From an optimization exercise on the open Yosys and OpenROAD flow, aimed at small area and few clock cycles; shortcuts taken in it are not production practice. The RTL was checked by simulation tests, not by an equivalence proof against the original design. Power is estimated from default activity; no workload was simulated.

==> flow/design.v, too long to show whole: its modules and the start of the top module <==
// module alu: 609 lines
module alu #(
	parameter INST_W = 4,
	parameter INT_W  = 6,
	parameter FRAC_W = 10,
	parameter DATA_W = INT_W + FRAC_W
)(
	input                      i_clk,
	input                      i_rst_n,
	input                      i_in_valid,
	output                     o_busy,
	input         [INST_W-1:0] i_inst,
	input  signed [DATA_W-1:0] i_data_a,
	input  signed [DATA_W-1:0] i_data_b,
	output                     o_out_valid,
	output        [DATA_W-1:0] o_data
);
  // ...
==> flow/run.sh <==
#!/bin/bash
# synth_recipe.tcl (not shown) runs the flow's synth.tcl, then flattens the netlist and writes it again
# the make line also repeats each setting of config.mk as NAME=value (left out here)
make -C /OpenROAD-flow-scripts/flow DESIGN_CONFIG=/design/flow/config.mk WORK_HOME=/design/flow/orfs CLKGATE_MAP_FILE= SYNTH_SCRIPT=/design/flow/synth_recipe.tcl finish
==> flow/config.mk <==
export PLATFORM = sky130hd
export DESIGN_NAME = alu
export DESIGN_NICKNAME = alu
export VERILOG_FILES = /design/flow/design.v
export SDC_FILE = /design/flow/constraint.sdc
export NUM_CORES = 4
export LEC_CHECK = 0
export ABC_AREA = 1
export CAP_MARGIN = 20
export CORE_MARGIN = 2
export CORE_UTILIZATION = 45
export CTS_BUF_LIST = sky130_fd_sc_hd__clkbuf_16
export CTS_CLUSTER_DIAMETER = 80
export CTS_CLUSTER_SIZE = 24
export GPL_TIMING_DRIVEN = 0
export SLEW_MARGIN = 20
==> flow/constraint.sdc <==
create_clock -name core_clock -period 10.0 [get_ports {i_clk}]
set_input_delay 2.0000 -clock core_clock [delete_from_list [all_inputs] [get_ports {i_clk}]]
set_output_delay 2.0000 -clock core_clock [all_outputs]
set_load 0.01 [all_outputs]
==> out/summary.txt, run 1 <==
total number of vias: 21.0k
status: no timing/DRC/antenna violations
Crit path top cell by count: inv_1
die area: 57600 sq um
cell with the largest stage delay on the worst path: clkdlybuf4s50_1
total placed instance area: 26600 sq um
Synth top area share: 0.384
commonest non-fill, non-tap cell in the layout: nand2_1
count of final hold-check violations: 0
compound-gate portion of the synthesized area: 0.141
FFs & Latches: 353
setup violators final: 0
H-tree levels: 1
P_sw: 3.55 mW
Area Growth Syn to Fin: 10.1%
cts repair resizes: 22
CTS Hold Bufs: 0
M1 GR Usage: 0.420
DRT Pass-1 Iters: 7
Routed Antenna Nets: 0
Post-CTS Setup Inserts: 1
syn avg cell area: 8.91 sq um
Vert. Die Dim: 240 microns
Worst Max-Slew Pin Slew: 1.10 ns
Final Power: 7.12 mW
DP HPWL: 69.7 mm
initial antenna violation count: 2
Testbench counts, summed over its fixed seeds: cycles 8,008.
==> inputs of run 2 (changes only) <==
--- a/flow/config.mk
+++ b/flow/config.mk
@@ -9,8 +9,8 @@
 export CAP_MARGIN = 20
 export CORE_MARGIN = 2
 export CORE_UTILIZATION = 45
-export CTS_BUF_LIST = sky130_fd_sc_hd__clkbuf_16
-export CTS_CLUSTER_DIAMETER = 80
-export CTS_CLUSTER_SIZE = 24
+export CTS_BUF_LIST = sky130_fd_sc_hd__clkbuf_8
+export CTS_CLUSTER_DIAMETER = 60
+export CTS_CLUSTER_SIZE = 16
 export GPL_TIMING_DRIVEN = 0
 export SLEW_MARGIN = 20
==> run 2 against run 1 <==
  * Area after synthesis unchanged
  * Combinational power down 0.9%
  * Non-clock buffer count down 3
  * Highest routed layer unchanged
==> out/summary.txt, run 2 <==
status: no timing/DRC/antenna violations (unchanged)
Regs by FF count: acc_d: 320 flops, acc_v: 16 flops, out_d_r: 16 flops (unchanged)
Core ar.: 55100 sq um (unchanged)
DP HPWL: 69.7 mm (unchanged)
Clock Tree Buf Depth: 3 (unchanged)
area leader, netlist: edfxtp_1 (unchanged)
die area: 57600 sq um (unchanged)
initial antenna violation count: 5 (was 2)
CTS Hold Bufs: 0 (unchanged)
WP data required: 10.52 ns (was 10.49 ns)
Worst Path Buf+Inv: 11 (was 12)
synthesized cell area: 25000 sq um (unchanged)
largest net degree at the start of global routing: 22 (was 26)
H-tree levels: 1 (unchanged)
worst slack at placement: -1.43 ns (unchanged)
crit start category: input port (unchanged)
Synth Area in Adders: 0.119 (unchanged)
GP Congestion: 1.01 (unchanged)
critical path class: input port to register (unchanged)
Worst VDD drop: 0.000449 V (was 0.000461 V)
total number of vias: 20.9k (was 21.0k)
CTS tree: done (unchanged)
RSZ-0062 raised after global routing: no (unchanged)
Power Density: 252 nW/um^2 (was 258 nW/um^2)
setup violators final: 0 (unchanged)
DRT Pass-1 Iters: 6 (was 7)
syn avg cell area: 8.91 sq um (unchanged)
clock power share: 0.111 (was 0.136)
sequential area share after synthesis: 0.413 (unchanged)
P_int: 3.39 mW (was 3.57 mW)
Final Skew: 0.0355 ns (was 0.0282 ns)
GRT Total Usage: 0.309 (about the same)
WL/cell: 24.3 microns (was 24.4 microns)
fin worst setup slack: 0.397 ns (was 0.304 ns)
Worst path max stage delay: 0.65 ns (was 0.67 ns)
multiplexer share of the synthesized area: 0 (unchanged)
Clk pin slew, worst setup/hold paths: 0.10 ns (was 0.09 ns)
DRC: 0 (unchanged)
number of flops mapped to enable cells by yosys: 320 (unchanged)
max cap viols: 0 (unchanged)
P_sw: 3.49 mW (was 3.55 mW)
input/output buffers: 41 (unchanged)
Simple-Gate Fraction of Synth Area: 0.167 (unchanged)
Syn Nets: 3034 (unchanged)
Routed Antenna Nets: 0 (unchanged)
cell with the largest stage delay on the worst path: clkdlybuf4s50_1 (unchanged)
compound-gate portion of the synthesized area: 0.141 (unchanged)
synth cell count leaders: 533 x nand2_1, 367 x inv_1, 320 x edfxtp_1 (unchanged)
Crit Path Max Fanout: 10 (unchanged)
count of final hold-check violations: 0 (unchanged)
1st-iter DRT viols: 1923 (was 1991)
Relative slew margins: 0.193 (was 0.267)
commonest non-fill, non-tap cell in the layout: nand2_1 (unchanged)
Reg with most FFs: acc_d (unchanged)
Gate power share: 0.644 (was 0.627)
largest family of logic cells by synthesized area: simple AND/OR/NAND/NOR gates (unchanged)
row count: 86 (unchanged)
total wire length: 88.8 mm (was 88.9 mm)
maximum clock frequency: 104 MHz (was 103 MHz)
hold slack: 0.461 ns (was 0.459 ns)
Post-synth top flop: edfxtp_1 (unchanged)
Worst Max-Slew Pin Slew: 1.21 ns (was 1.10 ns)
total gr overflow: 0 (unchanged)
Synth Area in XOR/XNOR: 0.0787 (unchanged)
Final Power: 6.88 mW (was 7.12 mW)
I/O pin cnt: 57 (unchanged)
sequential fraction of design power: 0.245 (was 0.237)
sw frac: 0.507 (was 0.499)
clock latency on the worst-skew pair: 0.67 ns (was 0.58 ns)
synthesis-stage register bit count: 353 (unchanged)
Area Growth Syn to Fin: 9.17% (was 10.1%)
Async SR Flop Fraction: 0.0482 (unchanged)
max FFs per register: 320 (unchanged)
Synth top area share: 0.384 (unchanged)
Worst Setup End Kind: register (unchanged)
most frequent cells in the layout: 533 x nand2_1, 363 x inv_1, 320 x edfxtp_1 (was 532 x nand2_1, 368 x inv_1, 320 x edfxtp_1)
leakage: 11.1 nW (was 11.3 nW)
Gate Count Post-Synth: 2811 (unchanged)
top cells by area, synth: edfxtp_1 38%, nand2_1 8.0%, fa_1 7.2% (unchanged)
Avg Vias per Cell: 5.73 (was 5.76)
CTS Buf Count: 29 (was 21)
Cell variety after synth: 62 (unchanged)
clock sink total: 353 (unchanged)
share of layout cells above drive strength 1: 0.0692 (was 0.0665)
most frequent cell after synthesis: nand2_1 (unchanged)
fin nets: 3117 (was 3112)
Final Max Slew Viols: 0 (unchanged)
Hold WC Path Type: register to register (unchanged)
Vert. Die Dim: 240 microns (unchanged)
vias in the first global route: 20.2k (was 20.1k)
Yosys Warn Count: 2 (unchanged)
crit-path leading delay family: adder cells (was buffers and inverters)
die width: 240 microns (unchanged)
period utilization: 0.960 (was 0.970)
worst path arrival time: 10.12 ns (was 10.18 ns)
Initial Util: 0.455 (unchanged)
clock root cell: clkbuf_8 (was clkbuf_16)
first-pass GRT wire length: 131 mm (about the same)
fin crit period: 9.60 ns (was 9.70 ns)
-- run 2: worst paths after layout --
kind	from	endpoint	slack, ns	cells past startpoint
setup / recovery	i_data_b[0]	out_d_r[5]	0.40	39
hold / removal	acc_v[0]	acc_v[0]	0.46	2
setup reg to reg	acc_v[11]	out_d_r[1]	3.57	31
hold reg to reg	acc_v[0]	acc_v[0]	0.46	2
max in group asynchronous	i_rst_n	acc_v[12]	7.76	1
min in group asynchronous	i_rst_n	acc_v[7]	1.76	1
-- run 2: power by group through the flow --
stage          Combinational, mW  Clock (mW)  Sequential, mW
2_1_floorplan               2.77           0            1.73
3_3_place_gp                4.27           0            1.72
3_5_place_dp                4.30           0            1.72
4_1_cts                     4.34       0.779            1.69
5_1_grt                     4.86       0.829            1.69
6_report                    4.43       0.760            1.69
-- run 2: cell type report --
class                   instances  area (sq um)
diodes                          4          10.0
plain buffers                 145           641
flip-flops and latches        353         10400
clock inverters                12          96.3
clock buffers                  29           399
inverters                     385          1470
well taps                     748           936
repair buffers                 55           571
fillers                      5307         27800
multi-input cells            1925         12900
-- run 2: what timing repair did --
item	in CTS	in global routing
setup endpoints to repair	15	15
setup buffers	1	7
resized for setup	17	49
gates cloned	0	0
-- run 2: stage by stage --
step	TNS, ns	std cells	utilization	cell area, sq um
detailed placement	-37.22	3606	0.483	26600
finish	0	3656	0.496	27300
floorplan	0	2811	-	25000
CTS	0	3645	0.493	27200
global placement	-28.57	3600	0.479	26400
global route	0	3654	0.496	27300
-- run 2: worst min-delay path: cells and delay by family (launching register included) --
family | cells | cell delay [ns]
flip-flops | 1 | 0.33
buffers and inverters | 1 | 0.05
AND/OR/NAND/NOR | 1 | 0.05
-- run 2: logic make-up after synthesis --
logic type / after synthesis
simple gates: 951
compound gates: 564
buf+inv: 533
flops: 353
xor+xnor: 225
fa+ha+maj: 184
other cells: 1
-- run 2: per-layer routing --
layer | GRT usage | up-vias | wire length [microns]
met4 | 0.116 | 4 | 3920
met5 | 0 | - | 24
met2 | 0.508 | 819 | 40900
met1 | 0.417 | 10185 | 38100
li1 | - | 9752 | -
met3 | 0.0402 | 189 | 5870
==> inputs of run 3 (changes only) <==
==> flow/flow/run.sh (new file) <==
#!/bin/bash
# Own layout flow: the standard synthesis, then inverters around full
# adders are removed (fixinv.py flips adders, which are self-dual), then
# the standard layout with smaller port buffers (buf_2).
# Each step writes its full output to its own log in the work folder.
set -euo pipefail
cd "$(dirname "$0")/.."
W=$(pwd)
R=$W/orfs/results/${FLOW_PLATFORM:-sky130hd}/alu/base
bash standard.sh synth > synth.log 2>&1
cp "$R/1_2_yosys.v" "$W/1_2_yosys_standard.v"
python3 flow/fixinv.py "$W/1_2_yosys_standard.v" "$R/1_2_yosys.v" > fixinv.log 2>&1
rm -f "$R/1_synth.odb" "$R/1_synth.sdc"
bash standard.sh "BUFFER_PORTS_ARGS=-buffer_cell sky130_fd_sc_hd__buf_2" finish > layout.log 2>&1
==> flow/flow/fixinv.py (new file) <==
#!/usr/bin/env python3
"""Remove inverters around full adders in a Yosys gate netlist.
A full adder is self-dual: FA(~a,~b,~c) = (~sum, ~cout). Flipping an adder
(complementing its three inputs and both outputs) keeps the function; this
greedily flips adders where that lowers the number of inverters.
usage: fixinv.py in.v out.v"""
import re, sys

INV_RE = re.compile(r"sky130_fd_sc_hd__(inv|clkinv)_\d+$")
FA_RE = re.compile(r"sky130_fd_sc_hd__fa_\d+$")

def parse(path):
    text = open(path).read()
    lines = text.split("\n")
    head, cells, tail = [], [], []
    i = 0
    ports = set()
    # header: until first cell instance
    cell_start = re.compile(r"^  (sky130_fd_sc_hd__\w+) (\S+) \($")
    while i < len(lines) and not cell_start.match(lines[i]):
        head.append(lines[i])
        m = re.match(r"^\s*(input|output)\s+(\[\d+:\d+\]\s+)?(\S+);", lines[i])
        if m:
            ports.add(m.group(3))
        i += 1
    while i < len(lines):
        m = cell_start.match(lines[i])
        if not m:
            break
        typ, name = m.group(1), m.group(2)
        pins = []
        i += 1
        while lines[i].strip() != ");":
            pm = re.match(r"^\s*\.(\w+)\((.*)\),?$", lines[i])
            assert pm, lines[i]
            pins.append([pm.group(1), pm.group(2)])
            i += 1
        i += 1
        cells.append([typ, name, pins])
    tail = lines[i:]
    return head, cells, tail, ports

def is_port_net(net, ports):
    base = net.split("[")[0].strip()
    return base in ports

OUTPINS = ("X", "Y", "Q", "Q_N", "SUM", "COUT", "HI", "LO")

class Net:
    pass

def run(inp, outp):
    head, cells, tail, ports = parse(inp)
    C = {c[1]: c for c in cells}
    order = [c[1] for c in cells]
    newnets = []
    cnt = [0]

    def index():
        drv, loads = {}, {}
        for n in order:
            typ, name, pins = C[n]
            for p, net in pins:
                if p in OUTPINS:
                    drv[net] = (name, p)
                else:
                    loads.setdefault(net, []).append((name, p))
        return drv, loads

    def pin(cell, p):
        for q in cell[2]:
            if q[0] == p:
                return q
        raise KeyError(p)

    def newnet():
        cnt[0] += 1
        nm = f"_fixinv_n{cnt[0]}_"
        newnets.append(nm)
        return nm

    def newinv(a, y):
        cnt[0] += 1
        nm = f"_fixinv_c{cnt[0]}_"
        C[nm] = ["sky130_fd_sc_hd__inv_1", nm, [["A", a], ["Y", y]]]
        order.append(nm)

    def ninv():
        return sum(1 for n in order if INV_RE.match(C[n][0]))

    def flip(fname):
        drv, loads = index()
        fa = C[fname]
        # inputs
        for p in ("A", "B", "CIN"):
            q = pin(fa, p)
            n = q[1]
            d = drv.get(n)
            if d and INV_RE.match(C[d[0]][0]):
                q[1] = pin(C[d[0]], "A")[1]
            else:
                ex = [l for l in loads.get(n, []) if INV_RE.match(C[l[0]][0])]
                if ex:
                    q[1] = pin(C[ex[0][0]], "Y")[1]
                else:
                    y = newnet()
                    newinv(n, y)
                    q[1] = y
        # outputs
        for p in ("SUM", "COUT"):
            q = pin(fa, p)
            old = q[1]
            nn = newnet()
            q[1] = nn
            need_inv = is_port_net(old, ports)
            for (ln, lp) in loads.get(old, []):
                if ln == fname:
                    need_inv = True
                    continue
                lc = C[ln]
                if INV_RE.match(lc[0]) and not is_port_net(pin(lc, "Y")[1], ports):
                    y = pin(lc, "Y")[1]
                    # every use of y becomes nn
                    for m in order:
                        for pp in C[m][2]:
                            if pp[1] == y and pp[0] not in OUTPINS:
                                pp[1] = nn
                    order.remove(ln); del C[ln]
                else:
                    need_inv = True
            if need_inv:
                newinv(nn, old)
        # drop dead inverters
        changed = True
        while changed:
            changed = False
            drv, loads = index()
            for m in list(order):
                if INV_RE.match(C[m][0]):
                    y = pin(C[m], "Y")[1]
                    if not loads.get(y) and not is_port_net(y, ports):
                        order.remove(m); del C[m]; changed = True

    import copy
    fas = [n for n in order if FA_RE.match(C[n][0])]
    base = ninv()
    start = base
    for it in range(4):
        improved = False
        for f in fas:
            snap = (copy.deepcopy(C), list(order), list(newnets), cnt[0])
            flip(f)
            now = ninv()
            if now < base:
                base = now; improved = True
            else:
                C.clear(); C.update(snap[0]); order[:] = snap[1]; newnets[:] = snap[2]; cnt[0] = snap[3]
        if not improved:
            break
    sys.stderr.write(f"fixinv: inverters {start} -> {base}\n")
    # write
    out = []
    for l in head:
        out.append(l)
    # declare new nets before cells (after last wire line in head)
    used = set()
    for n in order:
        for p, net in C[n][2]:
            used.add(net)
    decl = [f"  wire {n};" for n in newnets if n in used]
    out = out[:-1] + decl + out[-1:] if out and out[-1].strip() == "" else out + decl
    for n in order:
        typ, name, pins = C[n]
        out.append(f"  {typ} {name} (")
        out.append(",\n".join(f"    .{p}({net})" for p, net in pins))
        out.append("  );")
    out.extend(tail)
    open(outp, "w").write("\n".join(out))

if __name__ == "__main__":
    run(sys.argv[1], sys.argv[2])
==> flow/standard.sh (new file) <==
#!/bin/bash
# synth_recipe.tcl (not shown) runs the flow's synth.tcl, then flattens the netlist and writes it again
# the make line also repeats each setting of config.mk as NAME=value (left out here)
make -C /OpenROAD-flow-scripts/flow DESIGN_CONFIG=/design/flow/config.mk WORK_HOME=/design/flow/orfs CLKGATE_MAP_FILE= SYNTH_SCRIPT=/design/flow/synth_recipe.tcl "${@:-finish}"
removed: flow/run.sh
==> run 3 against run 2 <==
  * Still clean on timing, DRC and antenna
  * Cell count shrank 4.4%
  * Wire length shrank 0.59%
  * Clock skew shrank 0.0063 ns
  * Register-to-register slack gained 0.11 ns
  * Combinational power shrank 1%
  * Global-route usage grew 0.28 points
  * Critical path depth shrank 7
  * Worst setup slack gained 0.010 ns
==> out/summary.txt, run 3 <==
status: no timing/DRC/antenna violations (unchanged)
clock sink total: 353 (unchanged)
Worst Path Buf+Inv: 7 (was 11)
Worst R2R Start: acc_v[12] (was acc_v[11])
vias in the first global route: 20.2k (about the same)
Regs by FF count: acc_d: 320 flops, acc_v: 16 flops, out_d_r: 16 flops (unchanged)
Core ar.: 54000 sq um (was 55100 sq um)
total wire length: 88.3 mm (was 88.8 mm)
crit start category: input port (unchanged)
Clock Tree Buf Depth: 3 (unchanged)
Clk pin slew, worst setup/hold paths: 0.10 ns (about the same)
Worst Setup End Kind: register (unchanged)
most frequent cells in the layout: 533 x nand2_1, 320 x edfxtp_1, 273 x inv_1 (was 533 x nand2_1, 363 x inv_1, 320 x edfxtp_1)
DP HPWL: 68.3 mm (was 69.7 mm)
first-pass GRT wire length: 131 mm (about the same)
syn avg cell area: 9.10 sq um (was 8.91 sq um)
I/O pin cnt: 57 (unchanged)
clock latency on the worst-skew pair: 0.67 ns (about the same)
count of final hold-check violations: 0 (unchanged)
WP data required: 10.49 ns (was 10.52 ns)
Final Max Slew Viols: 0 (unchanged)
Power Density: 258 nW/um^2 (was 252 nW/um^2)
Worst path max stage delay: 0.67 ns (was 0.65 ns)
max FFs per register: 320 (unchanged)
1st-iter DRT viols: 1949 (was 1923)
total number of vias: 20.7k (was 20.9k)
cell with the largest stage delay on the worst path: buf_1 (was clkdlybuf4s50_1)
critical path class: input port to register (unchanged)
Gate Count Post-Synth: 2710 (was 2811)
largest net degree at the start of global routing: 22 (unchanged)
maximum clock frequency: 104 MHz (about the same)
Initial Util: 0.457 (was 0.455)
Hold Path Depth: 2 (unchanged)
row count: 85 (was 86)
Reg with most FFs: acc_d (unchanged)
CTS Buf Count: 30 (was 29)
GP Congestion: 0.998 (was 1.01)
Final Skew: 0.0292 ns (was 0.0355 ns)
DRC: 0 (unchanged)
GRT Total Usage: 0.312 (was 0.309)
Worst Hold Path EP: acc_v[0] (unchanged)
worst path arrival time: 10.08 ns (was 10.12 ns)
r2r worst-path depth: 29 (was 31)
fin crit period: 9.59 ns (was 9.60 ns)
clock root cell: clkbuf_8 (unchanged)
CTS tree: done (unchanged)
synthesized cell area: 24700 sq um (was 25000 sq um)
Worst VDD drop: 0.000500 V (was 0.000449 V)
min-delay src: acc_v[0] (unchanged)
total gr overflow: 0 (unchanged)
die area: 56700 sq um (was 57600 sq um)
max cap viols: 0 (unchanged)
Crit path top cell by count: nand2_1
setup violators final: 0 (unchanged)
period utilization: 0.959 (was 0.960)
crit-path leading delay family: compound AO/OA/AOI/OAI gates (was adder cells)
input/output buffers: 41 (unchanged)
Yosys Warn Count: 2 (unchanged)
H-tree levels: 1 (unchanged)
Avg Vias per Cell: 5.92 (was 5.73)
initial antenna violation count: 4 (was 5)
commonest non-fill, non-tap cell in the layout: nand2_1 (unchanged)
Relative slew margins: 0.183 (was 0.193)
Syn Nets: 2933 (was 3034)
leakage: 10.6 nW (was 11.1 nW)
hold slack: 0.459 ns (was 0.461 ns)
Routed Antenna Nets: 0 (unchanged)
Post-CTS Setup Inserts: 0 (was 1)
share of layout cells above drive strength 1: 0.0733 (was 0.0692)
DRT Pass-1 Iters: 6 (unchanged)
Area Growth Syn to Fin: 7.70% (was 9.17%)
Vert. Die Dim: 238 microns (was 240 microns)
setup total negative slack: 0 ns (unchanged)
die width: 238 microns (was 240 microns)
WL/cell: 25.3 microns (was 24.3 microns)
Hold WC Path Type: register to register (unchanged)
setup slack, reg-to-reg: 3.68 ns (was 3.57 ns)
Worst Max-Slew Pin Slew: 1.21 ns (about the same)
Crit Path Max Fanout: 11 (was 10)
worst r2r dst: out_d_r[2] (was out_d_r[1])
fin nets: 3005 (was 3117)
-- run 3: per-layer routing --
| metal | GRT usage | up-vias | wire (microns) |
|---|---|---|---|
| li1 | - | 9547 | - |
| met1 | 0.408 | 10104 | 36400 |
| met2 | 0.515 | 845 | 41200 |
| met3 | 0.0464 | 186 | 6360 |
| met4 | 0.137 | 4 | 4320 |
| met5 | 0 | - | 26 |
-- run 3: area by class of cell --
class / instances / area, sq um
inverter: 284 / 1070
clock inverter: 16 / 123
sequential: 353 / 10400
tap: 696 / 871
fill: 5136 / 27500
antenna: 2 / 5.00
buffer: 143 / 587
multi-input combinational: 1925 / 12800
timing repair buffer: 45 / 284
clock buffer: 31 / 427
-- run 3: stage by stage --
| stage | area (sq um) | power, mW | std cells | worst slack (ns) | utilization |
|---|---|---|---|---|---|
| floorplan | 24700 | 4.42 | 2710 | 1.65 | - |
| global placement | 25700 | 5.92 | 3447 | -0.607 | 0.476 |
| detailed placement | 26000 | 5.99 | 3451 | -0.808 | 0.481 |
| CTS | 26500 | 6.81 | 3498 | 0.173 | 0.491 |
| global route | 26600 | 7.34 | 3495 | -0.00131 | 0.492 |
| finish | 26600 | 6.87 | 3495 | 0.407 | 0.492 |
-- run 3: worst max path at each step --
stage / depth (start not counted) / start / slack, ns / endpoint
after floorplan: 33 / i_data_b[5] / 1.65 / out_d_r[8]
after global placement: 32 / i_data_b[5] / -0.61 / out_d_r[12]
final: 32 / i_data_a[2] / 0.41 / out_d_r[8]
after global routing: 34 / i_data_b[2] / -0.001 / out_d_r[8]
after detailed placement: 34 / i_data_a[1] / -0.81 / out_d_r[12]
after CTS: 34 / i_data_a[1] / 0.17 / out_d_r[12]
-- run 3: what timing repair did --
action,in CTS,in global routing
hold endpoints to repair,0,0
hold buffers,0,0
gates resized for setup,2,10
endpoints found under the setup margin,9,15
-- run 3: tightest hold or removal path, delay by kind of cell, from the launching register on --
family / cells / cell delay [ns]
buffers and inverters: 1 / 0.05
DFF: 1 / 0.33
and+or+nand+nor: 1 / 0.05
-- run 3: power breakdown --
group,internal (mW),switching [mW],leakage (nW)
Sequential,1.68,0.00503,3.18
Clock,0.301,0.513,0.304
Combinational,1.37,3.00,7.10

## re-timing with driven ports
In the flow no input, the clock included, has a driving cell. The finished layouts below were timed again as built, in two steps.
Step 1 (the two cells are an assumption about what drives the block):
set clk [get_ports {i_clk}]
set_driving_cell -lib_cell sky130_fd_sc_hd__clkbuf_16 $clk
set_driving_cell -lib_cell sky130_fd_sc_hd__buf_2 [delete_from_list [all_inputs] $clk]
Step 2 adds t to the input delays and takes it off the output delays; t is the mean of the earliest and latest rising clock arrival at the registers after step 1. Input paths then give back, and output paths get back, about the clock's delay inside the block.
Slacks: ideal / step 1 / step 2; pairs: ideal / step 1.
| run | shift t [ns] | slack for setup (ns) | worst setup path after step 2 |
|---|---|---|---|
| run 1 | 0.625 | 0.304 / 0.335 / -0.290 | input to register |
| run 2 | 0.710 | 0.397 / 0.426 / -0.285 | input to register |
| run 3 | 0.712 | 0.407 / 0.446 / -0.266 | input to register |
With both steps, setup timing fails in every run listed, where it was met with ideal ports. For run 2, which loses most, drivers alone change the setup slack by +0.029 ns; drivers and shift together by -0.682 ns.
